Context: an optimization exercise on an open-source flow, tuned for small area and a short achievable clock period. The choices shown serve that exercise and are no tape-out recipe. Where RTL was checked, it was by simulation tests only, not by an equivalence proof against the original. The RTL of run 3 was laid out without a check of its function. No run shown here takes its clock network from TritonCTS; it comes from the design's own scripts or RTL. The clock input has no modelled driver; a real chip could not lean on it and would need a root buffer or a full tree.

==> flow/design.v <==
module encoder (
    input clk,
    input rst_n,
    input [31:0] data_in,
    output logic [31:0] data_out
);
    logic [7:0] cnt;              
    logic [7:0] cnt_nxt;
    logic [1:0] u, un;
    logic [5:0] v, vn;
    assign cnt_nxt = (cnt == 8'd254) ? 8'd0 : cnt + 8'd1;
    assign u = cnt[7:6];
    assign v = cnt[5:0];
    assign un = cnt_nxt[7:6];
    assign vn = cnt_nxt[5:0];
    always_ff @(posedge clk) begin
        if (!rst_n) cnt <= 8'd254;
        else cnt <= cnt_nxt;
    end
    logic acc;
    logic [7:0] cnt_nxt2;
    assign cnt_nxt2 = (cnt_nxt == 8'd254) ? 8'd0 : cnt_nxt + 8'd1;
    always_ff @(posedge clk) begin
        if (!rst_n) acc <= 1'b1;
        else acc <= (cnt_nxt2[5:0] < 6'd59) || (cnt_nxt2[5:0] == 6'd59 && cnt_nxt2[7:6] != 2'd3);
    end
    logic [3:0][7:0] enc;
    always_ff @(posedge clk) begin
        enc[3] <= data_in[31:24];
        if (acc) enc[2:0] <= data_in[23:0];
    end
    logic [7:0] el [0:3];
    logic [7:0] cat [0:7];        
    always_comb begin
        for (int s = 0; s < 4; s++) begin
            el[s] = enc[3 - s];
            cat[s] = enc[3 - s];
            cat[s + 4] = data_in[31 - 8 * s -: 8];
        end
    end
    logic [127:0] par;            
    logic [127:0] peff;
    logic [31:0] fb;              
    logic [127:0] mp;
    logic [127:0] pnew;
    logic [3:0][7:0] rot;
    logic [3:0][7:0] rot_d;
    logic ptop_n;
    always_comb begin
        ptop_n = (vn != 6'd0) && (vn <= 6'd59);
        for (int j = 0; j < 4; j++) begin
            rot_d[j] = cat[j + 3 - un];
            if ((j == 0 && vn == 6'd0) || vn > 6'd59) rot_d[j] = 8'd0;
            if (ptop_n) rot_d[j] = rot_d[j] ^ pnew[8 * (15 - j) +: 8];
        end
    end
    always_ff @(posedge clk) begin
        if (!rst_n) rot <= '0;
        else rot <= rot_d;
    end
    logic clr;
    always_ff @(posedge clk) begin
        if (!rst_n) clr <= 1'b1;
        else clr <= (cnt_nxt == 8'd254);
    end
    assign peff[127:64] = par[127:64];
    assign peff[63:0] = clr ? 64'd0 : par[63:0];
    always_comb begin
        for (int e = 0; e < 4; e++)
            fb[8 * e +: 8] = rot[3 - e];
        pnew = {peff[95:0], 32'd0} ^ mp;
    end
    logic [211:0] cx;
    assign cx[0] = fb[4] ^ fb[8];
    assign cx[1] = fb[3] ^ fb[21];
    assign cx[2] = fb[20] ^ fb[31];
    assign cx[3] = fb[9] ^ fb[23];
    assign cx[4] = fb[0] ^ fb[18];
    assign cx[5] = fb[5] ^ fb[28];
    assign cx[6] = fb[7] ^ fb[30];
    assign cx[7] = fb[6] ^ fb[29];
    assign cx[8] = fb[1] ^ fb[19];
    assign cx[9] = fb[16] ^ fb[24];
    assign cx[10] = fb[2] ^ fb[22];
    assign cx[11] = fb[15] ^ fb[25];
    assign cx[12] = fb[10] ^ fb[11];
    assign cx[13] = fb[26] ^ fb[27];
    assign cx[14] = fb[12] ^ fb[13];
    assign cx[15] = fb[14] ^ fb[17];
    assign cx[16] = fb[22] ^ cx[0];
    assign cx[17] = fb[16] ^ cx[3];
    assign cx[18] = cx[1] ^ cx[4];
    assign cx[19] = cx[2] ^ cx[7];
    assign cx[20] = fb[21] ^ cx[8];
    assign cx[21] = fb[10] ^ cx[5];
    assign cx[22] = fb[19] ^ cx[6];
    assign cx[23] = fb[5] ^ cx[14];
    assign cx[24] = fb[23] ^ cx[9];
    assign cx[25] = fb[25] ^ cx[10];
    assign cx[26] = fb[7] ^ fb[15];
    assign cx[27] = fb[17] ^ fb[29];
    assign cx[28] = fb[14] ^ fb[24];
    assign cx[29] = fb[6] ^ cx[15];
    assign cx[30] = fb[12] ^ cx[2];
    assign cx[31] = fb[1] ^ cx[11];
    assign cx[32] = fb[18] ^ cx[1];
    assign cx[33] = fb[3] ^ cx[12];
    assign cx[34] = fb[2] ^ fb[4];
    assign cx[35] = fb[17] ^ cx[7];
    assign cx[36] = fb[8] ^ fb[10];
    assign cx[37] = fb[5] ^ fb[13];
    assign cx[38] = fb[2] ^ cx[0];
    assign cx[39] = fb[9] ^ cx[9];
    assign cx[40] = fb[19] ^ fb[30];
    assign cx[41] = cx[6] ^ cx[8];
    assign cx[42] = cx[0] ^ cx[13];
    assign cx[43] = fb[0] ^ fb[4];
    assign cx[44] = fb[9] ^ fb[16];
    assign cx[45] = fb[11] ^ cx[16];
    assign cx[46] = fb[1] ^ cx[6];
    assign cx[47] = fb[20] ^ fb[27];
    assign cx[48] = fb[26] ^ cx[3];
    assign cx[49] = fb[14] ^ fb[27];
    assign cx[50] = fb[11] ^ fb[31];
    assign cx[51] = fb[28] ^ cx[10];
    assign cx[52] = fb[12] ^ cx[5];
    assign cx[53] = cx[11] ^ cx[22];
    assign cx[54] = fb[6] ^ fb[14];
    assign cx[55] = fb[17] ^ fb[24];
    assign cx[56] = fb[26] ^ fb[30];
    assign cx[57] = fb[20] ^ cx[4];
    assign cx[58] = cx[7] ^ cx[28];
    assign cx[59] = fb[7] ^ fb[28];
    assign cx[60] = fb[20] ^ cx[12];
    assign cx[61] = fb[29] ^ fb[31];
    assign cx[62] = fb[0] ^ cx[1];
    assign cx[63] = fb[3] ^ fb[11];
    assign cx[64] = cx[5] ^ cx[20];
    assign cx[65] = fb[13] ^ cx[21];
    assign cx[66] = cx[3] ^ cx[13];
    assign cx[67] = cx[10] ^ cx[23];
    assign cx[68] = fb[21] ^ cx[4];
    assign cx[69] = fb[18] ^ cx[8];
    assign cx[70] = fb[6] ^ fb[17];
    assign cx[71] = fb[4] ^ cx[27];
    assign cx[72] = fb[8] ^ fb[24];
    assign cx[73] = fb[27] ^ cx[26];
    assign cx[74] = fb[13] ^ cx[13];
    assign cx[75] = fb[27] ^ cx[1];
    assign cx[76] = cx[0] ^ cx[18];
    assign cx[77] = cx[15] ^ cx[40];
    assign cx[78] = cx[3] ^ cx[15];
    assign cx[79] = fb[0] ^ cx[16];
    assign cx[80] = cx[12] ^ cx[24];
    assign cx[81] = fb[7] ^ cx[31];
    assign cx[82] = fb[23] ^ fb[26];
    assign cx[83] = fb[6] ^ cx[28];
    assign cx[84] = fb[21] ^ cx[14];
    assign cx[85] = fb[22] ^ cx[2];
    assign cx[86] = cx[5] ^ cx[14];
    assign cx[87] = fb[17] ^ cx[19];
    assign cx[88] = fb[13] ^ cx[4];
    assign cx[89] = cx[21] ^ cx[66];
    assign cx[90] = fb[3] ^ fb[7];
    assign cx[91] = fb[0] ^ fb[20];
    assign cx[92] = fb[22] ^ cx[17];
    assign cx[93] = cx[29] ^ cx[57];
    assign cx[94] = fb[3] ^ cx[41];
    assign cx[95] = cx[40] ^ cx[49];
    assign cx[96] = fb[12] ^ fb[26];
    assign cx[97] = cx[25] ^ cx[42];
    assign cx[98] = fb[23] ^ cx[27];
    assign cx[99] = fb[2] ^ cx[35];
    assign cx[100] = fb[27] ^ cx[37];
    assign cx[101] = fb[1] ^ cx[21];
    assign cx[102] = fb[11] ^ cx[18];
    assign cx[103] = fb[31] ^ cx[36];
    assign cx[104] = cx[38] ^ cx[52];
    assign cx[105] = fb[1] ^ cx[47];
    assign cx[106] = fb[25] ^ cx[65];
    assign cx[107] = cx[10] ^ cx[24];
    assign cx[108] = cx[22] ^ cx[33];
    assign cx[109] = cx[5] ^ cx[30];
    assign cx[110] = fb[25] ^ cx[50];
    assign cx[111] = fb[10] ^ cx[24];
    assign cx[112] = fb[19] ^ cx[26];
    assign cx[113] = cx[14] ^ cx[16];
    assign cx[114] = fb[0] ^ cx[9];
    assign cx[115] = fb[8] ^ fb[15];
    assign cx[116] = cx[13] ^ cx[17];
    assign cx[117] = fb[11] ^ cx[11];
    assign cx[118] = cx[8] ^ cx[11];
    assign cx[119] = fb[9] ^ cx[20];
    assign cx[120] = fb[11] ^ cx[25];
    assign cx[121] = fb[4] ^ fb[30];
    assign cx[122] = fb[2] ^ cx[2];
    assign cx[123] = cx[43] ^ cx[63];
    assign cx[124] = cx[17] ^ cx[32];
    assign cx[125] = cx[6] ^ cx[39];
    assign cx[126] = cx[68] ^ cx[71];
    assign cx[127] = fb[18] ^ cx[54];
    assign cx[128] = fb[24] ^ cx[56];
    assign cx[129] = cx[11] ^ cx[42];
    assign cx[130] = cx[39] ^ cx[77];
    assign cx[131] = fb[8] ^ cx[25];
    assign cx[132] = fb[12] ^ fb[25];
    assign cx[133] = fb[16] ^ cx[13];
    assign cx[134] = fb[18] ^ cx[36];
    assign cx[135] = cx[2] ^ cx[53];
    assign cx[136] = fb[15] ^ fb[27];
    assign cx[137] = cx[16] ^ cx[61];
    assign cx[138] = cx[11] ^ cx[18];
    assign cx[139] = cx[2] ^ cx[33];
    assign cx[140] = cx[3] ^ cx[55];
    assign cx[141] = fb[8] ^ cx[17];
    assign cx[142] = fb[28] ^ cx[6];
    assign cx[143] = cx[30] ^ cx[76];
    assign cx[144] = fb[3] ^ cx[43];
    assign cx[145] = fb[21] ^ cx[56];
    assign cx[146] = fb[5] ^ fb[24];
    assign cx[147] = fb[14] ^ cx[9];
    assign cx[148] = cx[23] ^ cx[110];
    assign cx[149] = fb[10] ^ cx[47];
    assign cx[150] = fb[28] ^ cx[19];
    assign cx[151] = fb[31] ^ cx[46];
    assign cx[152] = cx[33] ^ cx[49];
    assign cx[153] = fb[19] ^ cx[82];
    assign cx[154] = cx[3] ^ cx[58];
    assign cx[155] = cx[4] ^ cx[5];
    assign cx[156] = fb[24] ^ cx[62];
    assign cx[157] = fb[4] ^ fb[26];
    assign cx[158] = fb[4] ^ cx[67];
    assign cx[159] = fb[15] ^ cx[51];
    assign cx[160] = fb[25] ^ cx[27];
    assign cx[161] = cx[29] ^ cx[32];
    assign cx[162] = cx[7] ^ cx[72];
    assign cx[163] = fb[9] ^ cx[12];
    assign cx[164] = cx[12] ^ cx[130];
    assign cx[165] = fb[16] ^ cx[11];
    assign cx[166] = fb[18] ^ cx[33];
    assign cx[167] = cx[18] ^ cx[53];
    assign cx[168] = fb[21] ^ cx[12];
    assign cx[169] = cx[10] ^ cx[42];
    assign cx[170] = cx[46] ^ cx[51];
    assign cx[171] = cx[31] ^ cx[43];
    assign cx[172] = fb[31] ^ cx[69];
    assign cx[173] = cx[64] ^ cx[88];
    assign cx[174] = cx[15] ^ cx[134];
    assign cx[175] = cx[22] ^ cx[115];
    assign cx[176] = cx[29] ^ cx[156];
    assign cx[177] = fb[29] ^ cx[44];
    assign cx[178] = cx[119] ^ cx[150];
    assign cx[179] = cx[3] ^ cx[41];
    assign cx[180] = cx[0] ^ cx[84];
    assign cx[181] = fb[29] ^ cx[89];
    assign cx[182] = cx[100] ^ cx[154];
    assign cx[183] = cx[17] ^ cx[35];
    assign cx[184] = cx[4] ^ cx[44];
    assign cx[185] = cx[1] ^ cx[2];
    assign cx[186] = cx[6] ^ cx[129];
    assign cx[187] = fb[30] ^ cx[29];
    assign cx[188] = fb[8] ^ cx[107];
    assign cx[189] = cx[36] ^ cx[70];
    assign cx[190] = fb[12] ^ cx[102];
    assign cx[191] = cx[34] ^ cx[125];
    assign cx[192] = cx[1] ^ cx[12];
    assign cx[193] = fb[9] ^ cx[31];
    assign cx[194] = cx[39] ^ cx[59];
    assign cx[195] = fb[28] ^ cx[9];
    assign cx[196] = cx[34] ^ cx[48];
    assign cx[197] = cx[18] ^ cx[26];
    assign cx[198] = cx[20] ^ cx[30];
    assign cx[199] = cx[48] ^ cx[58];
    assign cx[200] = fb[7] ^ cx[45];
    assign cx[201] = cx[67] ^ cx[171];
    assign cx[202] = cx[11] ^ cx[83];
    assign cx[203] = cx[69] ^ cx[90];
    assign cx[204] = cx[6] ^ cx[52];
    assign cx[205] = cx[12] ^ cx[26];
    assign cx[206] = fb[22] ^ cx[78];
    assign cx[207] = cx[8] ^ cx[143];
    assign cx[208] = cx[9] ^ cx[85];
    assign cx[209] = cx[1] ^ cx[46];
    assign cx[210] = fb[13] ^ cx[34];
    assign cx[211] = cx[3] ^ cx[123];
    assign mp[0] = cx[9] ^ cx[95] ^ cx[122] ^ cx[155];
    assign mp[1] = fb[28] ^ cx[62] ^ cx[87] ^ cx[118];
    assign mp[2] = fb[7] ^ cx[13] ^ cx[61] ^ cx[64] ^ cx[79] ^ cx[147];
    assign mp[3] = fb[31] ^ cx[4] ^ cx[7] ^ cx[118] ^ cx[206];
    assign mp[4] = fb[14] ^ fb[31] ^ cx[13] ^ cx[24] ^ cx[26] ^ cx[101];
    assign mp[5] = fb[27] ^ cx[99] ^ cx[117] ^ cx[195];
    assign mp[6] = fb[3] ^ fb[16] ^ cx[4] ^ cx[96] ^ cx[142] ^ cx[160];
    assign mp[7] = fb[30] ^ cx[71] ^ cx[74] ^ cx[172];
    assign mp[8] = fb[6] ^ fb[8] ^ cx[23] ^ cx[112] ^ cx[152] ^ cx[208];
    assign mp[9] = fb[20] ^ cx[17] ^ cx[29] ^ cx[59] ^ cx[117] ^ cx[180];
    assign mp[10] = fb[19] ^ cx[13] ^ cx[44] ^ cx[87] ^ cx[102];
    assign mp[11] = fb[1] ^ fb[13] ^ fb[15] ^ cx[5] ^ cx[50] ^ cx[76] ^ cx[187];
    assign mp[12] = fb[13] ^ cx[38] ^ cx[105] ^ cx[166] ^ cx[177];
    assign mp[13] = cx[62] ^ cx[104] ^ cx[164];
    assign mp[14] = cx[16] ^ cx[23] ^ cx[87] ^ cx[166] ^ cx[193];
    assign mp[15] = cx[22] ^ cx[23] ^ cx[127] ^ cx[168] ^ cx[196];
    assign mp[16] = cx[50] ^ cx[70] ^ cx[88] ^ cx[97] ^ cx[194];
    assign mp[17] = cx[15] ^ cx[132] ^ cx[181] ^ cx[203];
    assign mp[18] = cx[27] ^ cx[36] ^ cx[44] ^ cx[53] ^ cx[85];
    assign mp[19] = fb[4] ^ fb[6] ^ fb[13] ^ fb[21] ^ cx[25] ^ cx[47] ^ cx[111] ^ cx[142];
    assign mp[20] = cx[18] ^ cx[34] ^ cx[182];
    assign mp[21] = cx[16] ^ cx[21] ^ cx[94] ^ cx[202];
    assign mp[22] = fb[5] ^ fb[7] ^ cx[19] ^ cx[114] ^ cx[117] ^ cx[196];
    assign mp[23] = fb[5] ^ cx[9] ^ cx[13] ^ cx[132] ^ cx[189] ^ cx[209];
    assign mp[24] = fb[14] ^ fb[20] ^ fb[23] ^ cx[14] ^ cx[32] ^ cx[120];
    assign mp[25] = fb[15] ^ cx[1] ^ cx[28] ^ cx[113] ^ cx[153];
    assign mp[26] = fb[9] ^ cx[38] ^ cx[136] ^ cx[146] ^ cx[190];
    assign mp[27] = cx[3] ^ cx[9] ^ cx[38] ^ cx[60] ^ cx[64] ^ cx[127];
    assign mp[28] = cx[7] ^ cx[17] ^ cx[37] ^ cx[112] ^ cx[174];
    assign mp[29] = cx[93] ^ cx[163] ^ cx[175];
    assign mp[30] = cx[184] ^ cx[198] ^ cx[205];
    assign mp[31] = cx[10] ^ cx[14] ^ cx[20] ^ cx[55] ^ cx[60];
    assign mp[32] = cx[9] ^ cx[59] ^ cx[76] ^ cx[149];
    assign mp[33] = cx[39] ^ cx[45] ^ cx[64] ^ cx[160];
    assign mp[34] = cx[1] ^ cx[97] ^ cx[183] ^ cx[204];
    assign mp[35] = cx[37] ^ cx[87] ^ cx[92] ^ cx[145];
    assign mp[36] = fb[28] ^ cx[24] ^ cx[85] ^ cx[144] ^ cx[187];
    assign mp[37] = fb[23] ^ fb[31] ^ cx[81] ^ cx[126] ^ cx[146];
    assign mp[38] = fb[5] ^ fb[6] ^ fb[16] ^ cx[56] ^ cx[69] ^ cx[131];
    assign mp[39] = fb[19] ^ cx[66] ^ cx[70] ^ cx[90] ^ cx[122];
    assign mp[40] = cx[8] ^ cx[73] ^ cx[109] ^ cx[211];
    assign mp[41] = cx[7] ^ cx[38] ^ cx[84] ^ cx[91] ^ cx[101];
    assign mp[42] = fb[0] ^ fb[23] ^ cx[19] ^ cx[95] ^ cx[159] ^ cx[180];
    assign mp[43] = fb[29] ^ cx[45] ^ cx[84] ^ cx[95];
    assign mp[44] = fb[13] ^ cx[45] ^ cx[49] ^ cx[94] ^ cx[114];
    assign mp[45] = cx[31] ^ cx[38] ^ cx[78] ^ cx[109] ^ cx[114];
    assign mp[46] = fb[10] ^ fb[26] ^ cx[32] ^ cx[37] ^ cx[99] ^ cx[193];
    assign mp[47] = cx[4] ^ cx[54] ^ cx[108] ^ cx[169];
    assign mp[48] = cx[75] ^ cx[80] ^ cx[137] ^ cx[204];
    assign mp[49] = cx[35] ^ cx[86] ^ cx[92] ^ cx[110] ^ cx[121];
    assign mp[50] = cx[45] ^ cx[74] ^ cx[161] ^ cx[195];
    assign mp[51] = fb[31] ^ cx[138] ^ cx[164];
    assign mp[52] = fb[20] ^ cx[5] ^ cx[13] ^ cx[41] ^ cx[72] ^ cx[98] ^ cx[138];
    assign mp[53] = fb[24] ^ fb[30] ^ cx[4] ^ cx[97] ^ cx[178];
    assign mp[54] = cx[41] ^ cx[131] ^ cx[181] ^ cx[185];
    assign mp[55] = cx[19] ^ cx[51] ^ cx[66] ^ cx[121] ^ cx[192];
    assign mp[56] = fb[30] ^ cx[2] ^ cx[68] ^ cx[80] ^ cx[113];
    assign mp[57] = fb[24] ^ cx[20] ^ cx[148] ^ cx[206];
    assign mp[58] = cx[38] ^ cx[50] ^ cx[145] ^ cx[202];
    assign mp[59] = cx[37] ^ cx[60] ^ cx[124] ^ cx[186];
    assign mp[60] = cx[5] ^ cx[40] ^ cx[74] ^ cx[93] ^ cx[141];
    assign mp[61] = cx[73] ^ cx[174] ^ cx[178];
    assign mp[62] = fb[18] ^ fb[21] ^ cx[51] ^ cx[60] ^ cx[175] ^ cx[177];
    assign mp[63] = fb[22] ^ cx[3] ^ cx[27] ^ cx[30] ^ cx[40] ^ cx[192];
    assign mp[64] = fb[8] ^ cx[15] ^ cx[59] ^ cx[105] ^ cx[120] ^ cx[124];
    assign mp[65] = fb[10] ^ fb[19] ^ cx[71] ^ cx[96] ^ cx[124] ^ cx[159];
    assign mp[66] = fb[14] ^ fb[29] ^ cx[20] ^ cx[106] ^ cx[191];
    assign mp[67] = fb[15] ^ cx[68] ^ cx[89] ^ cx[151] ^ cx[162];
    assign mp[68] = cx[19] ^ cx[32] ^ cx[77] ^ cx[111];
    assign mp[69] = cx[45] ^ cx[55] ^ cx[68] ^ cx[135];
    assign mp[70] = fb[5] ^ fb[25] ^ fb[26] ^ cx[4] ^ cx[92] ^ cx[198];
    assign mp[71] = cx[20] ^ cx[74] ^ cx[91] ^ cx[107] ^ cx[189];
    assign mp[72] = fb[12] ^ cx[118] ^ cx[176] ^ cx[200];
    assign mp[73] = fb[24] ^ cx[48] ^ cx[57] ^ cx[81] ^ cx[158];
    assign mp[74] = fb[23] ^ cx[42] ^ cx[55] ^ cx[67] ^ cx[205];
    assign mp[75] = fb[4] ^ fb[22] ^ cx[73] ^ cx[140] ^ cx[173];
    assign mp[76] = cx[60] ^ cx[98] ^ cx[104] ^ cx[197];
    assign mp[77] = fb[30] ^ cx[7] ^ cx[8] ^ cx[18] ^ cx[23] ^ cx[44] ^ cx[45];
    assign mp[78] = fb[10] ^ cx[2] ^ cx[29] ^ cx[158] ^ cx[179];
    assign mp[79] = cx[37] ^ cx[54] ^ cx[80] ^ cx[122] ^ cx[197];
    assign mp[80] = fb[3] ^ cx[34] ^ cx[52] ^ cx[53] ^ cx[116];
    assign mp[81] = cx[13] ^ cx[19] ^ cx[55] ^ cx[65] ^ cx[144];
    assign mp[82] = fb[2] ^ cx[8] ^ cx[115] ^ cx[190] ^ cx[199];
    assign mp[83] = fb[1] ^ fb[22] ^ cx[65] ^ cx[72] ^ cx[82] ^ cx[91];
    assign mp[84] = fb[11] ^ fb[15] ^ fb[26] ^ cx[0] ^ cx[41] ^ cx[52] ^ cx[58] ^ cx[62];
    assign mp[85] = fb[27] ^ cx[19] ^ cx[125] ^ cx[201];
    assign mp[86] = fb[2] ^ cx[82] ^ cx[106] ^ cx[151] ^ cx[176];
    assign mp[87] = fb[3] ^ fb[18] ^ cx[50] ^ cx[58] ^ cx[81] ^ cx[169];
    assign mp[88] = fb[26] ^ cx[21] ^ cx[54] ^ cx[185] ^ cx[188];
    assign mp[89] = cx[11] ^ cx[75] ^ cx[183] ^ cx[200];
    assign mp[90] = cx[30] ^ cx[161] ^ cx[191];
    assign mp[91] = cx[59] ^ cx[93] ^ cx[153] ^ cx[165] ^ cx[210];
    assign mp[92] = cx[35] ^ cx[51] ^ cx[73] ^ cx[111] ^ cx[172];
    assign mp[93] = fb[2] ^ fb[25] ^ fb[28] ^ cx[22] ^ cx[57] ^ cx[63] ^ cx[98];
    assign mp[94] = fb[29] ^ cx[128] ^ cx[207];
    assign mp[95] = cx[2] ^ cx[25] ^ cx[100] ^ cx[119] ^ cx[121];
    assign mp[96] = fb[9] ^ fb[26] ^ cx[6] ^ cx[79] ^ cx[83] ^ cx[86];
    assign mp[97] = fb[0] ^ cx[81] ^ cx[103] ^ cx[182];
    assign mp[98] = fb[16] ^ cx[12] ^ cx[201];
    assign mp[99] = fb[17] ^ cx[170] ^ cx[211];
    assign mp[100] = fb[3] ^ cx[88] ^ cx[103] ^ cx[170] ^ cx[199];
    assign mp[101] = cx[11] ^ cx[34] ^ cx[61] ^ cx[152] ^ cx[179];
    assign mp[102] = fb[15] ^ cx[33] ^ cx[34] ^ cx[109] ^ cx[128];
    assign mp[103] = cx[0] ^ cx[7] ^ cx[75] ^ cx[148];
    assign mp[104] = cx[25] ^ cx[27] ^ cx[39] ^ cx[57] ^ cx[108];
    assign mp[105] = fb[17] ^ fb[25] ^ cx[56] ^ cx[80] ^ cx[207];
    assign mp[106] = fb[10] ^ cx[23] ^ cx[43] ^ cx[61] ^ cx[133] ^ cx[209];
    assign mp[107] = cx[0] ^ cx[19] ^ cx[44] ^ cx[49] ^ cx[106] ^ cx[203];
    assign mp[108] = fb[22] ^ cx[5] ^ cx[32] ^ cx[54] ^ cx[157] ^ cx[165];
    assign mp[109] = fb[5] ^ fb[23] ^ cx[35] ^ cx[79] ^ cx[112] ^ cx[133];
    assign mp[110] = cx[46] ^ cx[47] ^ cx[70] ^ cx[141] ^ cx[155];
    assign mp[111] = fb[18] ^ cx[20] ^ cx[99] ^ cx[103] ^ cx[194];
    assign mp[112] = fb[25] ^ cx[7] ^ cx[48] ^ cx[108] ^ cx[113] ^ cx[147];
    assign mp[113] = cx[2] ^ cx[12] ^ cx[23] ^ cx[78] ^ cx[186];
    assign mp[114] = fb[27] ^ cx[5] ^ cx[24] ^ cx[137] ^ cx[167];
    assign mp[115] = fb[1] ^ fb[7] ^ cx[15] ^ cx[86] ^ cx[139];
    assign mp[116] = cx[10] ^ cx[36] ^ cx[48] ^ cx[167];
    assign mp[117] = cx[8] ^ cx[79] ^ cx[116] ^ cx[139];
    assign mp[118] = cx[104] ^ cx[105] ^ cx[140] ^ cx[168];
    assign mp[119] = cx[25] ^ cx[32] ^ cx[86] ^ cx[162] ^ cx[163];
    assign mp[120] = fb[17] ^ cx[17] ^ cx[75] ^ cx[135] ^ cx[210];
    assign mp[121] = cx[15] ^ cx[18] ^ cx[21] ^ cx[157] ^ cx[208];
    assign mp[122] = fb[8] ^ cx[10] ^ cx[19] ^ cx[37] ^ cx[46] ^ cx[63] ^ cx[184];
    assign mp[123] = cx[14] ^ cx[31] ^ cx[83] ^ cx[149];
    assign mp[124] = fb[28] ^ cx[2] ^ cx[77] ^ cx[116] ^ cx[123];
    assign mp[125] = cx[9] ^ cx[30] ^ cx[101] ^ cx[126] ^ cx[136];
    assign mp[126] = fb[30] ^ cx[35] ^ cx[120] ^ cx[173];
    assign mp[127] = fb[14] ^ fb[18] ^ cx[19] ^ cx[94] ^ cx[96] ^ cx[188];
    always_ff @(posedge clk) begin
        par <= pnew;
    end
    logic [3:0] msg;
    logic [7:0] tw [0:19];
    logic [31:0] dnext;
    always_comb begin
        for (int i = 0; i < 4; i++) tw[i] = par[8 * (15 - i) +: 8];
        for (int i = 0; i < 16; i++) tw[i + 4] = pnew[8 * (15 - i) +: 8];
        for (int s = 0; s < 4; s++) begin
            msg[s] = (v <= 6'd58) || (v == 6'd59 && s < 3 - u) || (v == 6'd63 && s >= 3 - u);
            dnext[31 - 8 * s -: 8] = msg[s] ? el[s] : tw[s + u + 1];
        end
    end
    always_ff @(posedge clk) begin
        data_out <= dnext;
    end
endmodule
==> flow/flow/run.sh <==
#!/bin/bash
# Standard layout, except: the synthesis maps with flow/abc_speed.script,
# the clock tree is flow/ctree.tcl's two-level tree, the ports get plain
# buffers, timing repair aims below the period, and the wire capacitance
# the placement-stage timing estimates use is scaled up by 1.2 (closer to
# the extracted values).
set -euo pipefail
rm -rf scripts_local
cp -r "$FLOW_HOME/scripts" scripts_local
cp flow/abc_speed.script scripts_local/abc_speed.script
sed -i 's|^log_cmd clock_tree_synthesis .*|source $::env(CTREE_TCL)|' scripts_local/cts.tcl
grep -q CTREE_TCL scripts_local/cts.tcl
python3 - "$FLOW_HOME/platforms/sky130hd/setRC.tcl" 1.2 > setRC_scaled.tcl <<'PY'
import re, sys
s = open(sys.argv[1]).read()
k = float(sys.argv[2])
print(re.sub(r'-capacitance ([0-9.Ee+-]+)', lambda m: '-capacitance %g' % (float(m.group(1)) * k), s))
PY
export LAYER_PARASITICS_FILE=$PWD/setRC_scaled.tcl
export CTREE_TCL=$PWD/flow/ctree.tcl
export CTREE_LEAF=20
export CTREE_BUF_LEAF=sky130_fd_sc_hd__clkbuf_16
export CTREE_BUF_TOP=sky130_fd_sc_hd__clkbuf_16
export SCRIPTS_DIR=$PWD/scripts_local
export BUFFER_PORTS_ARGS="-buffer_cell sky130_fd_sc_hd__buf_2"
export SETUP_SLACK_MARGIN=10.25
bash standard.sh > standard.log 2>&1
==> flow/flow/abc_speed.script <==
strash
&get -n
&dch -f
&nf -R 1000 -p
&put
topo
stime -c
==> flow/flow/ctree.tcl <==
# Two-level clock tree in place of clock_tree_synthesis: the clock port drives
# one buffer per quadrant of the clock sinks, and each of those drives the
# leaf buffers of its quadrant (at most CTREE_LEAF sinks per leaf).
set ct_block [ord::get_db_block]
set ct_dbu [$ct_block getDbUnitsPerMicron]
set ct_buf_leaf [expr {[info exists ::env(CTREE_BUF_LEAF)] ? $::env(CTREE_BUF_LEAF) : "sky130_fd_sc_hd__clkbuf_16"}]
set ct_buf_top [expr {[info exists ::env(CTREE_BUF_TOP)] ? $::env(CTREE_BUF_TOP) : "sky130_fd_sc_hd__clkbuf_16"}]
set ct_leaf [expr {[info exists ::env(CTREE_LEAF)] ? $::env(CTREE_LEAF) : 20}]

proc ct_centroid {pts} {
  set sx 0.0; set sy 0.0
  foreach p $pts { set sx [expr {$sx + [lindex $p 1]}]; set sy [expr {$sy + [lindex $p 2]}] }
  set n [llength $pts]
  return [list [expr {$sx / $n}] [expr {$sy / $n}]]
}
# split {pin x y} items into k near-equal parts along x (idx 1) or y (idx 2)
proc ct_split {pts k idx} {
  set s [lsort -real -index $idx $pts]
  set n [llength $s]
  set out {}
  for {set i 0} {$i < $k} {incr i} {
    lappend out [lrange $s [expr {($n * $i) / $k}] [expr {($n * ($i + 1)) / $k - 1}]]
  }
  return $out
}
proc ct_span {pts idx} {
  set l [lsort -real -index $idx $pts]
  return [expr {[lindex $l end $idx] - [lindex $l 0 $idx]}]
}
proc ct_um {v} { return [expr {$v / double($::ct_dbu)}] }

set ct_sinks {}
foreach p [get_pins -of_objects [get_nets clk]] {
  lassign [[sta::sta_to_db_pin $p] getAvgXY] ok x y
  lappend ct_sinks [list $p $x $y]
}
puts "ctree: [llength $ct_sinks] clock sinks"

set ct_quads {}
foreach half [ct_split $ct_sinks 2 1] {
  foreach q [ct_split $half 2 2] { lappend ct_quads $q }
}
set qi 0
foreach q $ct_quads {
  set nleaf [expr {int(ceil([llength $q] / double($ct_leaf)))}]
  set idx [expr {[ct_span $q 1] > [ct_span $q 2] ? 1 : 2}]
  set leafxy {}
  set li 0
  foreach g [ct_split $q $nleaf $idx] {
    set pins {}
    foreach p $g { lappend pins [lindex $p 0] }
    lassign [ct_centroid $g] cx cy
    set bname "ctree_leaf_${qi}_${li}"
    insert_buffer -buffer_cell $ct_buf_leaf -net clk -load_pins $pins \
      -location [list [ct_um $cx] [ct_um $cy]] \
      -buffer_name $bname -net_name "ctree_net_leaf_${qi}_${li}"
    lappend leafxy [list x $cx $cy]
    incr li
  }
  # insert_buffer adds a number to the names: find this quadrant's leaves
  set leafpins {}
  foreach p [get_pins -of_objects [get_nets clk]] {
    if {[string match "ctree_leaf_${qi}_*" [get_full_name $p]]} { lappend leafpins $p }
  }
  if {$li == 1} { incr qi; continue }
  lassign [ct_centroid $leafxy] cx cy
  insert_buffer -buffer_cell $ct_buf_top -net clk -load_pins $leafpins \
    -location [list [ct_um $cx] [ct_um $cy]] \
    -buffer_name "ctree_q_${qi}" -net_name "ctree_net_q_${qi}"
  incr qi
}
foreach net [$ct_block getNets] {
  if {[string match ctree_net_* [$net getName]]} { $net setSigType CLOCK }
}
[$ct_block findNet clk] setSigType CLOCK
set_propagated_clock [all_clocks]
puts "ctree: clock port drives [llength [get_pins -of_objects [get_nets clk]]] pins"
==> flow/standard.sh <==
#!/bin/bash
# synth_recipe.tcl (not shown) runs the flow's synth.tcl, then flattens the netlist and writes it again
# the make line also repeats each setting of config.mk as NAME=value (left out here)
make -C /OpenROAD-flow-scripts/flow DESIGN_CONFIG=/design/flow/config.mk WORK_HOME=/design/flow/orfs CLKGATE_MAP_FILE= SYNTH_SCRIPT=/design/flow/synth_recipe.tcl "${@:-finish}"
==> flow/config.mk <==
export PLATFORM = sky130hd
export DESIGN_NAME = encoder
export DESIGN_NICKNAME = encoder
export VERILOG_FILES = /design/flow/design.v
export SDC_FILE = /design/flow/constraint.sdc
export NUM_CORES = 8
export LEC_CHECK = 0
export CAP_MARGIN = 20
export CORE_MARGIN = 2
export CORE_UTILIZATION = 65
export SLEW_MARGIN = 20
==> flow/constraint.sdc <==
create_clock -name core_clock -period 14.0 [get_ports {clk}]
set_input_delay 2.8000 -clock core_clock [delete_from_list [all_inputs] [get_ports {clk}]]
set_output_delay 2.8000 -clock core_clock [all_outputs]
set_load 0.01 [all_outputs]
==> results_dict.tcl, run 1 <==
set metrics [dict create \
    vias_per_cell 6.36 \
    syn_inst 1501 \
    dr.pass1.iters 10 \
    track_usage 0.425 \
    hold_viol_final 0 \
    core_region_area_um2 22000 \
    setup_viol 0 \
    cp-endpoint "data_out[7]" \
    rr_startpoint "rot[6]$_SDFF_PN0_" \
    areaGrowthSynthToFinish_pct 12.7 \
    synth_seq_cells 226 \
    startpoint_type "flip-flop" \
    r2r_end "data_out[4]$_DFF_P_" \
    diodes 0 \
    slowest_delay_ns 0.37 \
    path_cells "buf_2" \
    finClkSkew_ns 0.0260 \
    drtIter0Drc 1952 \
    post-route-min-period_ns 3.60 \
    hpwl_mm 38.2 \
    multiInputGateArea_um2 10000 \
    portBuffers 65 \
    ant_nets 0 \
    die-height_um 154 \
    drive_gt1_frac 0.114 \
    crit_buf_inv 1 \
    gp_congestion 1.14 \
    critPathKind "reg2out" \
    syn_nets 1540 \
    cp_max_fo 1 \
    crit_family "flip-flops" \
    final_nets 1702 \
    setup_tns_ns 0 \
    worstRegToRegCells 7 \
    io_pins 66 \
    end_kind "output port" \
    die_w_um 154 \
    drc 0 \
    cp_num_cells 1 \
    clkLatencyLatePin_ns 0.31 \
    synthesis.area_um2 14600 \
    finalCritPeriodShare 0.257 \
    cts_hold_buffers 0 \
    relSlewSlack 0.230 \
    min_from "par[47]$_DFF_P_" \
    register_area_um2 4770 \
    crit_arrival_ns 0.80 \
    start_util 0.667 \
    final_util 0.752 \
    synth_top_area_share 0.371 \
    timing.fmax_mhz 277 \
    grt_pass1_wl_mm 75.1 \
    post_dp_cell_area_um2 15900 \
    cts.clk_slew.worst_paths_ns 0.08 \
    wire_per_inst_um 26.6 \
    yosys.area.top_type "xnor2_1" \
    grt_max_degree 65 \
    rsz0062_at_grt "no" \
    yosys_warnings 4 \
    antenna_found_initial 0 \
    wirelength_mm 51.5 \
    gr-total-overflow 0 \
    status "finished clean" \
    synthTopCellsByArea "xnor2_1, dfxtp_1, xor2_1" \
    max_slew.worst_pin.slew_ns 1.15 \
    vias 12300 \
    cp-startpoint "data_out[7]$_DFF_P_" \
    required_ns 11.20 \
    die_area_um2 23700 \
    rows 54 \
    final_cell_mix "xnor2_1, dfxtp_1, xor2_1" \
    drv_slew 0 \
    syn_area_per_cell_um2 9.75 \
    synth_cell_types 29 \
    ys_seq_area_frac 0.325 \
    final_area_um2 16500 \
    drv_cap 0 \
    fill_cells 1620 \
    first_global_vias 11500 \
    hold_class "reg2reg" \
    ff2ff_setup_slack_ns 10.43 \
    crit_slowest_cell "dfxtp_1" \
    final_common_cell "xnor2_1" \
]
==> worst register-to-register path, delay by kind of cell, from the launching register on <==
kind / cells / cell delay (ns)
XOR/XNOR: 5 / 2.24
flip-flops: 1 / 0.77
AO/OA/AOI/OAI: 2 / 0.46
==> layout make-up, without the clock buffers <==
class                   count  share of cell area
multi-input cells        1271               0.608
flip-flops and latches    226               0.289
well taps                 280              0.0212
repair buffers            144              0.0566
inverters                   4            0.000910
==> stage by stage <==
step / cells / setup slack (ns) / hold slack, ns
2_1_floorplan: 1501 / 10.37 / 0.460
3_3_place_gp: 1924 / 9.86 / 0.467
3_5_place_dp: 1924 / 9.87 / 0.474
4_1_cts: 1940 / 10.26 / 0.493
5_1_grt: 1941 / 10.23 / 0.520
6_report: 1941 / 10.40 / 0.485
==> worst min path at each step <==
stage	end	slack [ns]	cells after the start
finish	par[79]$_DFF_P_	0.48	2
CTS	par[79]$_DFF_P_	0.49	2
global route	par[79]$_DFF_P_	0.52	2
floorplan	par[79]$_DFF_P_	0.46	2
detailed placement	par[79]$_DFF_P_	0.47	2
global placement	par[79]$_DFF_P_	0.47	2
==> what timing repair did <==
action | in CTS | in global routing
gates resized for setup | 4 | 15
setup buffers | 0 | 0
endpoints found under the hold margin | 0 | 0
endpoints found under the setup margin | 11 | 21
==> state kept, by name (all words and copies together) (netlist names) <==
name      flops
acc           1
rot          32
par         120
data_out     32
cnt           8
enc          32
clr           1
==> cell families after synthesis <==
group / Yosys count / synth area share
compound gates: 189 / 0.0991
xor+xnor: 817 / 0.489
fa+ha+maj: 5 / 0.00427
buf+inv: 4 / 0.00103
flops: 226 / 0.325
simple gates: 260 / 0.0814
==> cells in the mapped netlist <==
master	count
nand2_1	123
nor3b_1	1
nor3_1	2
or2_0	2
xor2_1	197
o2111ai_1	1
o211ai_1	1
a222oi_1	45
ha_1	5
a211oi_1	8
xnor2_1	620
clkinv_1	4
a22oi_1	18
o31a_1	1
a31oi_1	57
dfxtp_1	202
a22o_1	34
o41ai_1	1
nand4bb_1	1
nor2b_1	43
and2_0	3
a21oi_1	16
nor2_1	50
nand3_1	5
and3_1	4
a21o_1	1
edfxtp_1	24
o21ai_0	6
nand2b_1	26
==> per-layer routing <==
layer | track usage | vias to the layer above | wire length, um
met5 | 0 | - | 0
met4 | 0.184 | 0 | 3320
met3 | 0.118 | 210 | 7380
met2 | 0.629 | 1002 | 21300
met1 | 0.582 | 5787 | 19600
li1 | - | 5340 | -
==> run 2, diff against run 1 <==
--- a/flow/flow/run.sh
+++ b/flow/flow/run.sh
@@ -2,7 +2,7 @@
 # Standard layout, except: the synthesis maps with flow/abc_speed.script,
 # the clock tree is flow/ctree.tcl's two-level tree, the ports get plain
 # buffers, timing repair aims below the period, and the wire capacitance
-# the placement-stage timing estimates use is scaled up by 1.2 (closer to
+# the placement-stage timing estimates use is scaled up by 1.4 (closer to
 # the extracted values).
 set -euo pipefail
 rm -rf scripts_local
@@ -10,7 +10,7 @@
 cp flow/abc_speed.script scripts_local/abc_speed.script
 sed -i 's|^log_cmd clock_tree_synthesis .*|source $::env(CTREE_TCL)|' scripts_local/cts.tcl
 grep -q CTREE_TCL scripts_local/cts.tcl
-python3 - "$FLOW_HOME/platforms/sky130hd/setRC.tcl" 1.2 > setRC_scaled.tcl <<'PY'
+python3 - "$FLOW_HOME/platforms/sky130hd/setRC.tcl" 1.4 > setRC_scaled.tcl <<'PY'
 import re, sys
 s = open(sys.argv[1]).read()
 k = float(sys.argv[2])
@@ -23,5 +23,5 @@
 export CTREE_BUF_TOP=sky130_fd_sc_hd__clkbuf_16
 export SCRIPTS_DIR=$PWD/scripts_local
 export BUFFER_PORTS_ARGS="-buffer_cell sky130_fd_sc_hd__buf_2"
-export SETUP_SLACK_MARGIN=10.25
+export SETUP_SLACK_MARGIN=10.2
 bash standard.sh > standard.log 2>&1
==> run 2 against run 1 <==
  * First-iteration DRC count is 1.2% lower
  * Highest routed layer unchanged
  * Still clean
  * Synthesized cell count stayed put
  * Critical path depth is 3 higher
  * Maximum frequency is 0.42% lower
  * Final cell count is 0.31% higher
  * Clock skew is 0.0028 ns lower
  * Sequential cell count stayed put
  * Critical endpoint is now rot[17]$_SDFF_PN0_
  * Worst setup slack worse by 0.015 ns
  * Die area stayed put
==> results_dict.tcl, run 2 <==
set metrics [dict create \
    register_area_um2 4770 \
    final_nets 1708 \
    post-route-min-period_ns 3.62 \
    cts.clk_slew.worst_paths_ns 0.09 \
    rsz0062_at_grt "yes" \
    setup_tns_ns 0 \
    synth_cell_types 29 \
    syn_inst 1501 \
    drv_cap 0 \
    portBuffers 65 \
    wirelength_mm 51.0 \
    io_pins 66 \
    syn_nets 1540 \
    final_cell_mix "xnor2_1, dfxtp_1, xor2_1" \
    final_common_cell "xnor2_1" \
    ys.flop_type "dfxtp_1" \
    gr-total-overflow 0 \
    status "finished clean" \
    startpoint_type "input pin" \
    cp_max_fo 35 \
    grt_max_degree 50 \
    rows 54 \
    hpwl_mm 37.8 \
    timing.fmax_mhz 276 \
    yosys_warnings 4 \
    drtIter0Drc 1929 \
    drv_slew 0 \
    grt_pass1_wl_mm 74.6 \
    wire_per_inst_um 26.2 \
    rr_startpoint "rot[28]$_SDFF_PN0_" \
    dr.pass1.iters 9 \
    crit_arrival_ns 3.79 \
    antenna_found_initial 2 \
    regMostFlops "par" \
    max_slew.worst_pin.slew_ns 0.999 \
    synth_most_common_cell "xnor2_1" \
    finClkSkew_ns 0.0232 \
    fill_cells 1624 \
    synthesis.area_um2 14600 \
    gp_congestion 1.16 \
    ys_seq_area_frac 0.325 \
    synthTopCellsByArea "xnor2_1, dfxtp_1, xor2_1" \
    required_ns 14.17 \
    cts_setup_buffers 0 \
    end_kind "flip-flop" \
    areaGrowthSynthToFinish_pct 13.2 \
    setup_viol 0 \
    finalCritPeriodShare 0.259 \
    diodes 0 \
    hold_class "reg2reg" \
    first_global_vias 11700 \
    drc 0 \
    min_from "par[47]$_DFF_P_" \
    vias 12400 \
    yosys.area.top_type "xnor2_1" \
    track_usage 0.421 \
    drive_gt1_frac 0.122 \
    async_flop_share 0 \
    start_util 0.667 \
    die-height_um 154 \
    hold_viol_final 0 \
    multiInputGateArea_um2 10100 \
    cp-startpoint "rst_n" \
    largest_reg_flops 120 \
    synth_edf_count 24 \
    synth_top_area_share 0.371 \
    core_region_area_um2 22000 \
    critPathKind "in2reg" \
    die_area_um2 23700 \
    synth_seq_cells 226 \
    vias_per_cell 6.35 \
    ant_nets 0 \
    syn_area_per_cell_um2 9.75 \
    relSlewSlack 0.329 \
    die_w_um 154 \
    yosys-top-cells-count "xnor2_1, dfxtp_1, xor2_1, nand2_1, a31oi_1" \
    clkLatencyLatePin_ns 0.30 \
    cts_hold_buffers 0 \
]
-- run 2: per-stage QoR --
| step | cell area, um^2 | hold WS, ns | cells | setup slack, ns | util |
|---|---|---|---|---|---|
| after floorplan | 14600 | 0.460 | 1501 | 10.37 | - |
| after global placement | 16000 | 0.469 | 1931 | 9.49 | 0.729 |
| after detailed placement | 16000 | 0.476 | 1931 | 10.06 | 0.729 |
| after CTS | 16500 | 0.496 | 1947 | 10.18 | 0.750 |
| after global routing | 16600 | 0.533 | 1947 | 10.09 | 0.755 |
| final | 16600 | 0.489 | 1947 | 10.38 | 0.755 |
-- run 2: cell families (layout without fill, tap and decap cells) --
| group | count (synthesis) | count (layout) | synth area share |
|---|---|---|---|
| AO/OA/AOI/OAI | 189 | 189 | 0.0991 |
| XOR/XNOR | 817 | 817 | 0.489 |
| adder cells (fa/ha/maj) | 5 | 5 | 0.00427 |
| buffers and inverters | 4 | 170 | 0.00103 |
| flip-flops | 226 | 226 | 0.325 |
| AND/OR/NAND/NOR | 260 | 260 | 0.0814 |
-- run 2: timing repair --
item / in CTS / in global routing
gates resized for setup: 10 / 13
setup endpoints to repair: 11 / 34
endpoints found under the hold margin: 0 / 0
gates cloned: 0 / 0
-- run 2: worst max-delay path: stages --
cell	delay, ns
buf_2	0.07
buf_4	0.37
nand2_1	0.11
a31oi_2	0.39
-- run 2: path summary, 6_finish.rpt --
path	endpoint	slack [ns]	cells after the start
worst max-delay path	rot[17]$_SDFF_PN0_	10.38	4
worst min register to register	par[79]$_DFF_P_	0.49	2
worst max register to register	rot[14]$_SDFF_PN0_	10.54	10
worst min-delay path	par[79]$_DFF_P_	0.49	2
-- run 2: routing by layer --
layer | vias up | wire length [um] | GRT usage
met3 | 244 | 7380 | 0.134
met1 | 5848 | 19400 | 0.567
met5 | - | 0 | 0
met2 | 925 | 20900 | 0.615
met4 | 0 | 3320 | 0.197
li1 | 5351 | - | -
-- run 2: layout make-up, without the clock buffers --
type | count | share of cell area
tap | 280 | 0.0211
inverter | 4 | 0.000906
sequential | 226 | 0.288
multi-input combinational | 1271 | 0.608
timing repair buffer | 150 | 0.0581
==> run 3, diff against run 2 <==
--- a/flow/design.v
+++ b/flow/design.v
@@ -47,16 +47,15 @@
     logic [3:0][7:0] rot_d;
     logic ptop_n;
     always_comb begin
-        ptop_n = (vn != 6'd0) && (vn <= 6'd59);
+        ptop_n = (vn != 6'd0) && (vn <= 6'd59) && rst_n;
         for (int j = 0; j < 4; j++) begin
             rot_d[j] = cat[j + 3 - un];
-            if ((j == 0 && vn == 6'd0) || vn > 6'd59) rot_d[j] = 8'd0;
-            if (ptop_n) rot_d[j] = rot_d[j] ^ pnew[8 * (15 - j) +: 8];
+            if ((j == 0 && vn == 6'd0) || vn > 6'd59 || !rst_n) rot_d[j] = 8'd0;
+            if (!ptop_n) rot_d[j] = rot_d[j] ^ pnew[8 * (15 - j) +: 8];
         end
     end
     always_ff @(posedge clk) begin
-        if (!rst_n) rot <= '0;
-        else rot <= rot_d;
+        rot <= rot_d;
     end
     logic clr;
     always_ff @(posedge clk) begin
@@ -67,7 +66,7 @@
     assign peff[63:0] = clr ? 64'd0 : par[63:0];
     always_comb begin
         for (int e = 0; e < 4; e++)
-            fb[8 * e +: 8] = rot[3 - e];
+            fb[8 * e +: 8] = peff[8 * (12 + e) +: 8] ^ rot[3 - e];
         pnew = {peff[95:0], 32'd0} ^ mp;
     end
     logic [211:0] cx;
--- a/flow/flow/run.sh
+++ b/flow/flow/run.sh
@@ -2,7 +2,7 @@
 # Standard layout, except: the synthesis maps with flow/abc_speed.script,
 # the clock tree is flow/ctree.tcl's two-level tree, the ports get plain
 # buffers, timing repair aims below the period, and the wire capacitance
-# the placement-stage timing estimates use is scaled up by 1.4 (closer to
+# the placement-stage timing estimates use is scaled up by 1.3 (closer to
 # the extracted values).
 set -euo pipefail
 rm -rf scripts_local
@@ -10,7 +10,7 @@
 cp flow/abc_speed.script scripts_local/abc_speed.script
 sed -i 's|^log_cmd clock_tree_synthesis .*|source $::env(CTREE_TCL)|' scripts_local/cts.tcl
 grep -q CTREE_TCL scripts_local/cts.tcl
-python3 - "$FLOW_HOME/platforms/sky130hd/setRC.tcl" 1.4 > setRC_scaled.tcl <<'PY'
+python3 - "$FLOW_HOME/platforms/sky130hd/setRC.tcl" 1.3 > setRC_scaled.tcl <<'PY'
 import re, sys
 s = open(sys.argv[1]).read()
 k = float(sys.argv[2])
==> flow/flow/abc_speed.script (replaced) <==
strash
dch -f
&get -n
&nf -R 1000 -p
&put
topo
stime -c
==> run 3 against run 2 <==
  * Area after synthesis is 3.0% higher
  * Critical path depth is 1 higher
  * First-iteration DRC count is 11% lower
  * Still clean on timing, DRC and antenna
  * Hold slack worse by 0.015 ns
  * Via count is 0.43% lower
  * Worst setup slack worse by 0.036 ns
  * Register-to-register slack worse by 0.13 ns
  * Sequential share of layout area is 0.19 points lower
  * Sequential cell count is 8 higher
  * Highest routed layer unchanged
  * Clock skew is 0.018 ns higher
==> results_dict.tcl, run 3 <==
set metrics [dict create \
    vias 12300 \
    areaGrowthSynthToFinish_pct 14.1 \
    relSlewSlack 0.307 \
    crit_family "simple AND/OR/NAND/NOR gates" \
    synthesis.area_um2 15100 \
    final_cells 1998 \
    rr_startpoint "rot[7]$_DFF_P_" \
    synthTopCellsByArea "xnor2_1, dfxtp_1, xor2_1" \
    wire_per_inst_um 26.6 \
    die_area_um2 24400 \
    final_nets 1754 \
    synth_most_common_cell "xnor2_1" \
    drc 0 \
    dp.cells 1977 \
    setup_tns_ns 0 \
    largest_reg_flops 128 \
    timing.fmax_mhz 274 \
    core_region_area_um2 22700 \
    ant_nets 0 \
    async_flop_share 0 \
    hpwl_mm 39.6 \
    startpoint_type "input pin" \
    whs_endpoint "data_out[29]$_DFF_P_" \
    dr.pass1.iters 8 \
    grt_pass1_wl_mm 76.9 \
    setup_viol 0 \
    finClkSkew_ns 0.0411 \
    antenna_found_initial 0 \
    drv_cap 0 \
    drv_slew 0 \
    diodes 0 \
    worstRegToRegCells 12 \
    rows 55 \
    cts_hold_buffers 0 \
    start_util 0.664 \
    gp_congestion 1.07 \
    rsz0062_at_grt "yes" \
    min_from "enc[29]$_DFF_P_" \
    path_cells "clkbuf_4 -> nand2b_4 -> or2_4 -> nand2_1 -> xnor2_1" \
    fill_cells 1659 \
    vias_per_cell 6.16 \
    ys.flop_type "dfxtp_1" \
    yosys-top-cells-count "xnor2_1, xor2_1, dfxtp_1, nand2_1, nor2_1" \
    finalCritPeriodShare 0.261 \
    cts.clk_slew.worst_paths_ns 0.08 \
    ff2ff_setup_slack_ns 10.41 \
    first_global_vias 12000 \
    drive_gt1_frac 0.126 \
    die_w_um 156 \
    drtIter0Drc 1709 \
    critPathKind "in2reg" \
    synth_edf_count 24 \
    required_ns 14.17 \
    grt_max_degree 65 \
    status "finished clean" \
    min_path_cells 2 \
    regMostFlops "par" \
    final_cell_mix "xnor2_1, dfxtp_1, xor2_1" \
    crit_slowest_cell "or2_4" \
    end_kind "flip-flop" \
    synth_top_area_share 0.381 \
    max_slew.worst_pin.slew_ns 1.03 \
    post-route-min-period_ns 3.65 \
    syn_nets 1590 \
    ys_seq_area_frac 0.326 \
    cp_max_fo 14 \
    track_usage 0.430 \
    gr-total-overflow 0 \
    multiInputGateArea_um2 10600 \
    final_common_cell "xnor2_1" \
    syn_inst 1551 \
    register_area_um2 4930 \
    yosys_warnings 4 \
    syn_area_per_cell_um2 9.73 \
    die-height_um 156 \
    synth_cell_types 34 \
    clkLatencyLatePin_ns 0.32 \
    crit_arrival_ns 3.83 \
    yosys.area.top_type "xnor2_1" \
    hold_viol_final 0 \
    slowest_delay_ns 0.30 \
    hold_class "reg2reg" \
    portBuffers 65 \
    synth_seq_cells 234 \
    r2r_end "data_out[5]$_DFF_P_" \
    crit_buf_inv 1 \
    wirelength_mm 53.2 \
    holdWs_ns 0.474 \
    io_pins 66 \
]
==> run 3: changes by cell type after synthesis, sizes merged, moves of 8 or more <==
cell / change
a222oi: -16
xnor2: +37
a21oi: +33
a31oi: -47
dfxtp: +8
xor2: +16
a22o: -33
a211oi: -8
nand2: -18
o21ai: +13
a221oi: +25
nor2: +15
==> run 3: through the flow <==
stage                util  setup slack, ns  area, um^2
floorplan               -            10.26       15100
global placement    0.723             9.23       16400
detailed placement  0.725             9.68       16500
CTS                 0.748            10.19       17000
global route        0.758            10.06       17200
finish              0.758            10.35       17200
==> run 3: timing repair <==
action                                 in CTS  in global routing
gates cloned                                1                  1
endpoints found under the hold margin       0                  0
pin swaps                                   1                  0
setup endpoints to repair                  72                 57
buffers inserted                            0                  3
resized for setup                          16                 29
==> run 3: metal layers <==
layer	GRT usage	routed length, um
met5	0	0
met4	0.299	4400
met3	0.0695	5830
met2	0.678	23300
met1	0.540	19600
==> run 3: worst register-to-register path, stage by stage (launching register included) <==
cell      delay [ns]
dfxtp_1         0.36
xnor2_1         0.12
buf_4           0.32
xnor2_4         0.15
buf_4           0.33
xor2_1          0.32
buf_4           0.25
xnor2_1         0.22
xnor2_1         0.13
xnor2_1         0.79
a222oi_1        0.20
a21boi_0        0.18
o21ai_0         0.16
==> run 3: kinds of logic after synthesis <==
kind of cell | Yosys count | share of synthesized area
AOI/OAI and AO/OA | 163 | 0.0769
and+or+nand+nor | 274 | 0.0849
xor gates and xnor gates | 871 | 0.507
buffers and inverters | 4 | 0.000995
adders and majority gates | 5 | 0.00415
DFF | 234 | 0.326
==> run 3: how the worst max path moves through the flow <==
stage          slack (ns)  depth (start not counted)                    to        startpoint
2_1_floorplan       10.26                          4        rot[7]$_DFF_P_             rst_n
3_3_place_gp         9.23                          9  data_out[14]$_DFF_P_   par[97]$_DFF_P_
3_5_place_dp         9.68                          5        rot[7]$_DFF_P_             rst_n
4_1_cts             10.19                         11  data_out[18]$_DFF_P_  par[100]$_DFF_P_
5_1_grt             10.06                         12   data_out[5]$_DFF_P_  par[116]$_DFF_P_
6_report            10.35                          5       rot[24]$_DFF_P_             rst_n
==> run 3: cell type report, without the clock buffers <==
class	instances	share of cell area
well taps	285	0.0207
flip-flops and latches	234	0.286
repair buffers	144	0.0535
inverters	4	0.000872
multi-input cells	1315	0.615
==> run 4, diff against run 3 <==
--- a/flow/design.v
+++ b/flow/design.v
@@ -47,15 +47,16 @@
     logic [3:0][7:0] rot_d;
     logic ptop_n;
     always_comb begin
-        ptop_n = (vn != 6'd0) && (vn <= 6'd59) && rst_n;
+        ptop_n = (vn != 6'd0) && (vn <= 6'd59);
         for (int j = 0; j < 4; j++) begin
             rot_d[j] = cat[j + 3 - un];
-            if ((j == 0 && vn == 6'd0) || vn > 6'd59 || !rst_n) rot_d[j] = 8'd0;
-            if (!ptop_n) rot_d[j] = rot_d[j] ^ pnew[8 * (15 - j) +: 8];
+            if ((j == 0 && vn == 6'd0) || vn > 6'd59) rot_d[j] = 8'd0;
+            if (ptop_n) rot_d[j] = rot_d[j] ^ pnew[8 * (15 - j) +: 8];
         end
     end
     always_ff @(posedge clk) begin
-        rot <= rot_d;
+        if (!rst_n) rot <= '0;
+        else rot <= rot_d;
     end
     logic clr;
     always_ff @(posedge clk) begin
@@ -66,7 +67,7 @@
     assign peff[63:0] = clr ? 64'd0 : par[63:0];
     always_comb begin
         for (int e = 0; e < 4; e++)
-            fb[8 * e +: 8] = peff[8 * (12 + e) +: 8] ^ rot[3 - e];
+            fb[8 * e +: 8] = rot[3 - e];
         pnew = {peff[95:0], 32'd0} ^ mp;
     end
     logic [211:0] cx;
--- a/flow/flow/run.sh
+++ b/flow/flow/run.sh
@@ -1,7 +1,8 @@
 #!/bin/bash
 # Standard layout, except: the synthesis maps with flow/abc_speed.script,
-# the clock tree is flow/ctree.tcl's two-level tree, the ports get plain
-# buffers, timing repair aims below the period, and the wire capacitance
+# the clock tree is flow/ctree.tcl's two-level tree, the input ports get
+# buf_1 and the output ports buf_2 buffers, timing repair aims below the
+# period, and the wire capacitance
 # the placement-stage timing estimates use is scaled up by 1.3 (closer to
 # the extracted values).
 set -euo pipefail
@@ -20,8 +21,9 @@
 export CTREE_TCL=$PWD/flow/ctree.tcl
 export CTREE_LEAF=20
 export CTREE_BUF_LEAF=sky130_fd_sc_hd__clkbuf_16
-export CTREE_BUF_TOP=sky130_fd_sc_hd__clkbuf_16
+export CTREE_BUF_TOP=sky130_fd_sc_hd__clkbuf_8
 export SCRIPTS_DIR=$PWD/scripts_local
-export BUFFER_PORTS_ARGS="-buffer_cell sky130_fd_sc_hd__buf_2"
-export SETUP_SLACK_MARGIN=10.2
+sed -i "s/^    buffer_ports {\*}\[env_var_or_empty BUFFER_PORTS_ARGS\]/    buffer_ports -inputs -buffer_cell sky130_fd_sc_hd__buf_1\n    buffer_ports -outputs -buffer_cell sky130_fd_sc_hd__buf_2/" scripts_local/global_place.tcl
+grep -q "buffer_ports -outputs" scripts_local/global_place.tcl
+export SETUP_SLACK_MARGIN=10.15
 bash standard.sh > standard.log 2>&1
==> flow/flow/abc_speed.script (replaced) <==
strash
&get -n
&dch -f
&nf -R 1000 -p
&put
topo
stime -c
==> run 4 against run 3 <==
  * Die area is 2.9% lower
  * Utilization is 1.0 points lower
  * Routed wire length decreased by 3.8%
  * Critical path depth is 1 lower
  * Area after synthesis fell by 2.9%
  * Clock skew shrank 0.014 ns
  * Worst setup slack better by 0.038 ns
  * Sequential cell count down 8
  * Final cell count down 2.4%
  * Critical path type unchanged
==> results_dict.tcl, run 4 <==
set metrics [dict create \
    cp-endpoint "rot[4]$_SDFF_PN0_" \
    diodes 0 \
    critPathKind "in2reg" \
    clkLatencyLatePin_ns 0.33 \
    worstRegToRegCells 8 \
    synth_xor_xnor_area_share 0.489 \
    vias_per_cell 6.26 \
    end_kind "flip-flop" \
    synth_seq_cells 226 \
    setup_viol 0 \
    timing.fmax_mhz 276 \
    wire_per_inst_um 26.2 \
    synth_cell_types 29 \
    synthesis.area_um2 14600 \
    final_area_um2 16400 \
    io_pins 66 \
    ys.flop_type "dfxtp_1" \
    grt_pass1_wl_mm 74.4 \
    gp_congestion 1.12 \
    r2r_end "data_out[5]$_DFF_P_" \
    max_slew.worst_pin.slew_ns 1.02 \
    die-height_um 154 \
    track_usage 0.425 \
    drv_slew 0 \
    ff2ff_setup_slack_ns 10.51 \
    finClkSkew_ns 0.0270 \
    synthTopCellsByArea "xnor2_1, dfxtp_1, xor2_1" \
    synth_top_area_share 0.371 \
    status "finished clean" \
    antenna_found_initial 0 \
    cp-startpoint "rst_n" \
    crit_arrival_ns 3.84 \
    syn_nets 1540 \
    first_global_vias 11700 \
    yosys.area.top_type "xnor2_1" \
    startpoint_type "input pin" \
    core_region_area_um2 22000 \
    post-route-min-period_ns 3.62 \
    rr_startpoint "rot[28]$_SDFF_PN0_" \
    die_w_um 154 \
    vias 12200 \
    drive_gt1_frac 0.0952 \
    final_common_cell "xnor2_1" \
    regMostFlops "par" \
    synth-adder-area-share 0.00427 \
    wirelength_mm 51.2 \
    largest_reg_flops 120 \
    hpwl_mm 37.8 \
    drc 0 \
    cts_setup_buffers 0 \
    rsz0062_at_grt "yes" \
    final_cell_mix "xnor2_1, dfxtp_1, xor2_1" \
    drtIter0Drc 1922 \
    hold_class "reg2reg" \
    gr-total-overflow 0 \
    final_nets 1711 \
    muxShareOfSynthArea 0 \
    relSlewSlack 0.315 \
    synth_compound_area_frac 0.0991 \
    drv_cap 0 \
    yosys_warnings 4 \
    synth_top_family_by_area "XOR/XNOR gates" \
    ys_seq_area_frac 0.325 \
    portBuffers 65 \
    cts.clk_slew.worst_paths_ns 0.08 \
    areaGrowthSynthToFinish_pct 12.1 \
    yosys.area_share.simple 0.0814 \
    syn_area_per_cell_um2 9.75 \
    finalCritPeriodShare 0.258 \
    grt_max_degree 50 \
    ant_nets 0 \
    post_dp_cell_area_um2 16000 \
    dr.pass1.iters 10 \
    start_util 0.667 \
    syn_inst 1501 \
    fill_cells 1698 \
    die_area_um2 23700 \
    synth_edf_count 24 \
    cp_max_fo 35 \
    async_flop_share 0 \
    rows 54 \
    hold_viol_final 0 \
    required_ns 14.22 \
    synth_most_common_cell "xnor2_1" \
    yosys-top-cells-count "xnor2_1, dfxtp_1, xor2_1, nand2_1, a31oi_1" \
    setup_tns_ns 0 \
]
run 4: cell count changes in the layout (fill, tap and decap cells not counted), sizes merged, moves of 18 or more:
cell / previous run / this run
nand2: 105 / 123
a221oi: 25 / 0
a22o: 1 / 34
xnor2: 657 / 620
a31oi: 10 / 57
a21oi: 49 / 16
run 4: how the worst min path moves through the flow:
| stage | start | to | slack (ns) | depth (start not counted) |
|---|---|---|---|---|
| floorplan | par[47]$_DFF_P_ | par[79]$_DFF_P_ | 0.46 | 2 |
| global placement | par[47]$_DFF_P_ | par[79]$_DFF_P_ | 0.48 | 2 |
| detailed placement | par[102]$_DFF_P_ | data_out[14]$_DFF_P_ | 0.48 | 2 |
| CTS | par[47]$_DFF_P_ | par[79]$_DFF_P_ | 0.50 | 2 |
| global route | enc[31]$_DFF_P_ | data_out[31]$_DFF_P_ | 0.52 | 2 |
| finish | par[47]$_DFF_P_ | par[79]$_DFF_P_ | 0.49 | 2 |
run 4: routing by layer:
metal | vias to the layer above | wire length, um | part of all wire | GRT usage
li1 | 5360 | - | - | -
met1 | 5724 | 19500 | 0.38 | 0.564
met2 | 925 | 20800 | 0.41 | 0.617
met3 | 205 | 7490 | 0.15 | 0.154
met4 | 0 | 3380 | 0.066 | 0.196
met5 | - | 0 | 0 | 0
run 4: layout make-up, without the clock buffers:
type | instances | area [um^2] | area share
Tap cell | 280 | 350 | 0.0213
Sequential cell | 226 | 4770 | 0.291
Multi-Input combinational cell | 1271 | 9980 | 0.608
Timing Repair Buffer | 153 | 945 | 0.0575
Inverter | 4 | 15.0 | 0.000914
run 4: stage by stage:
step | cells | utilization | hold WS [ns] | setup WS, ns
after floorplan | 1501 | - | 0.460 | 10.37
after global placement | 1934 | 0.728 | 0.475 | 9.92
after detailed placement | 1934 | 0.728 | 0.485 | 10.01
after CTS | 1950 | 0.745 | 0.505 | 10.17
after global routing | 1950 | 0.748 | 0.520 | 10.12
final | 1950 | 0.748 | 0.490 | 10.38
run 4: critical path: stages:
cell      delay, ns
buf_1          0.07
buf_4          0.36
nand2_1        0.31
a211oi_1       0.27
run 4: kinds of logic after synthesis:
family,Yosys count
XOR/XNOR,817
AND/OR/NAND/NOR,260
flip-flops,226
AO/OA/AOI/OAI,189
adder cells (fa/ha/maj),5
buffers and inverters,4
run 4: timing repair:
item | in CTS | in global routing
hold buffers | 0 | 0
resized for setup | 3 | 7
endpoints found under the setup margin | 26 | 21

## re-timing with driven ports
How much do the figures lean on ideal ports? The routed layouts below were timed once more, with nothing changed but the port constraints.
Step 1 sets driving cells, clkbuf_16 on the clock port and buf_2 on the other inputs (assumed; they add their load-dependent delay and slew).
Step 2 also shifts input and output timing later by t, the mid clock arrival at the registers, as if the neighbouring blocks saw the same clock.
a / b / c = no drivers / after step 1 / after step 2; a / b = the first two.
run | t (ns) | setup slack, ns | worst hold slack (ns) | latest minus earliest clock arrival (ns)
run 1 | 0.409 | 10.396 / 10.284 / 10.124 | 0.485 / 0.485 / 0.485 | 0.026 / 0.026
run 2 | 0.414 | 10.381 / 10.282 / 10.062 | 0.489 / 0.489 / 0.489 | 0.023 / 0.023
run 3 | 0.411 | 10.345 / 10.305 / 10.024 | 0.474 / 0.474 / 0.474 | 0.042 / 0.042
run 4 | 0.427 | 10.383 / 10.295 / 10.038 | 0.490 / 0.490 / 0.490 | 0.028 / 0.027
After both steps every run listed still meets setup and hold. The setup slack of run 4, which loses most, moves by -0.088 ns with the drivers and by -0.345 ns with both steps.
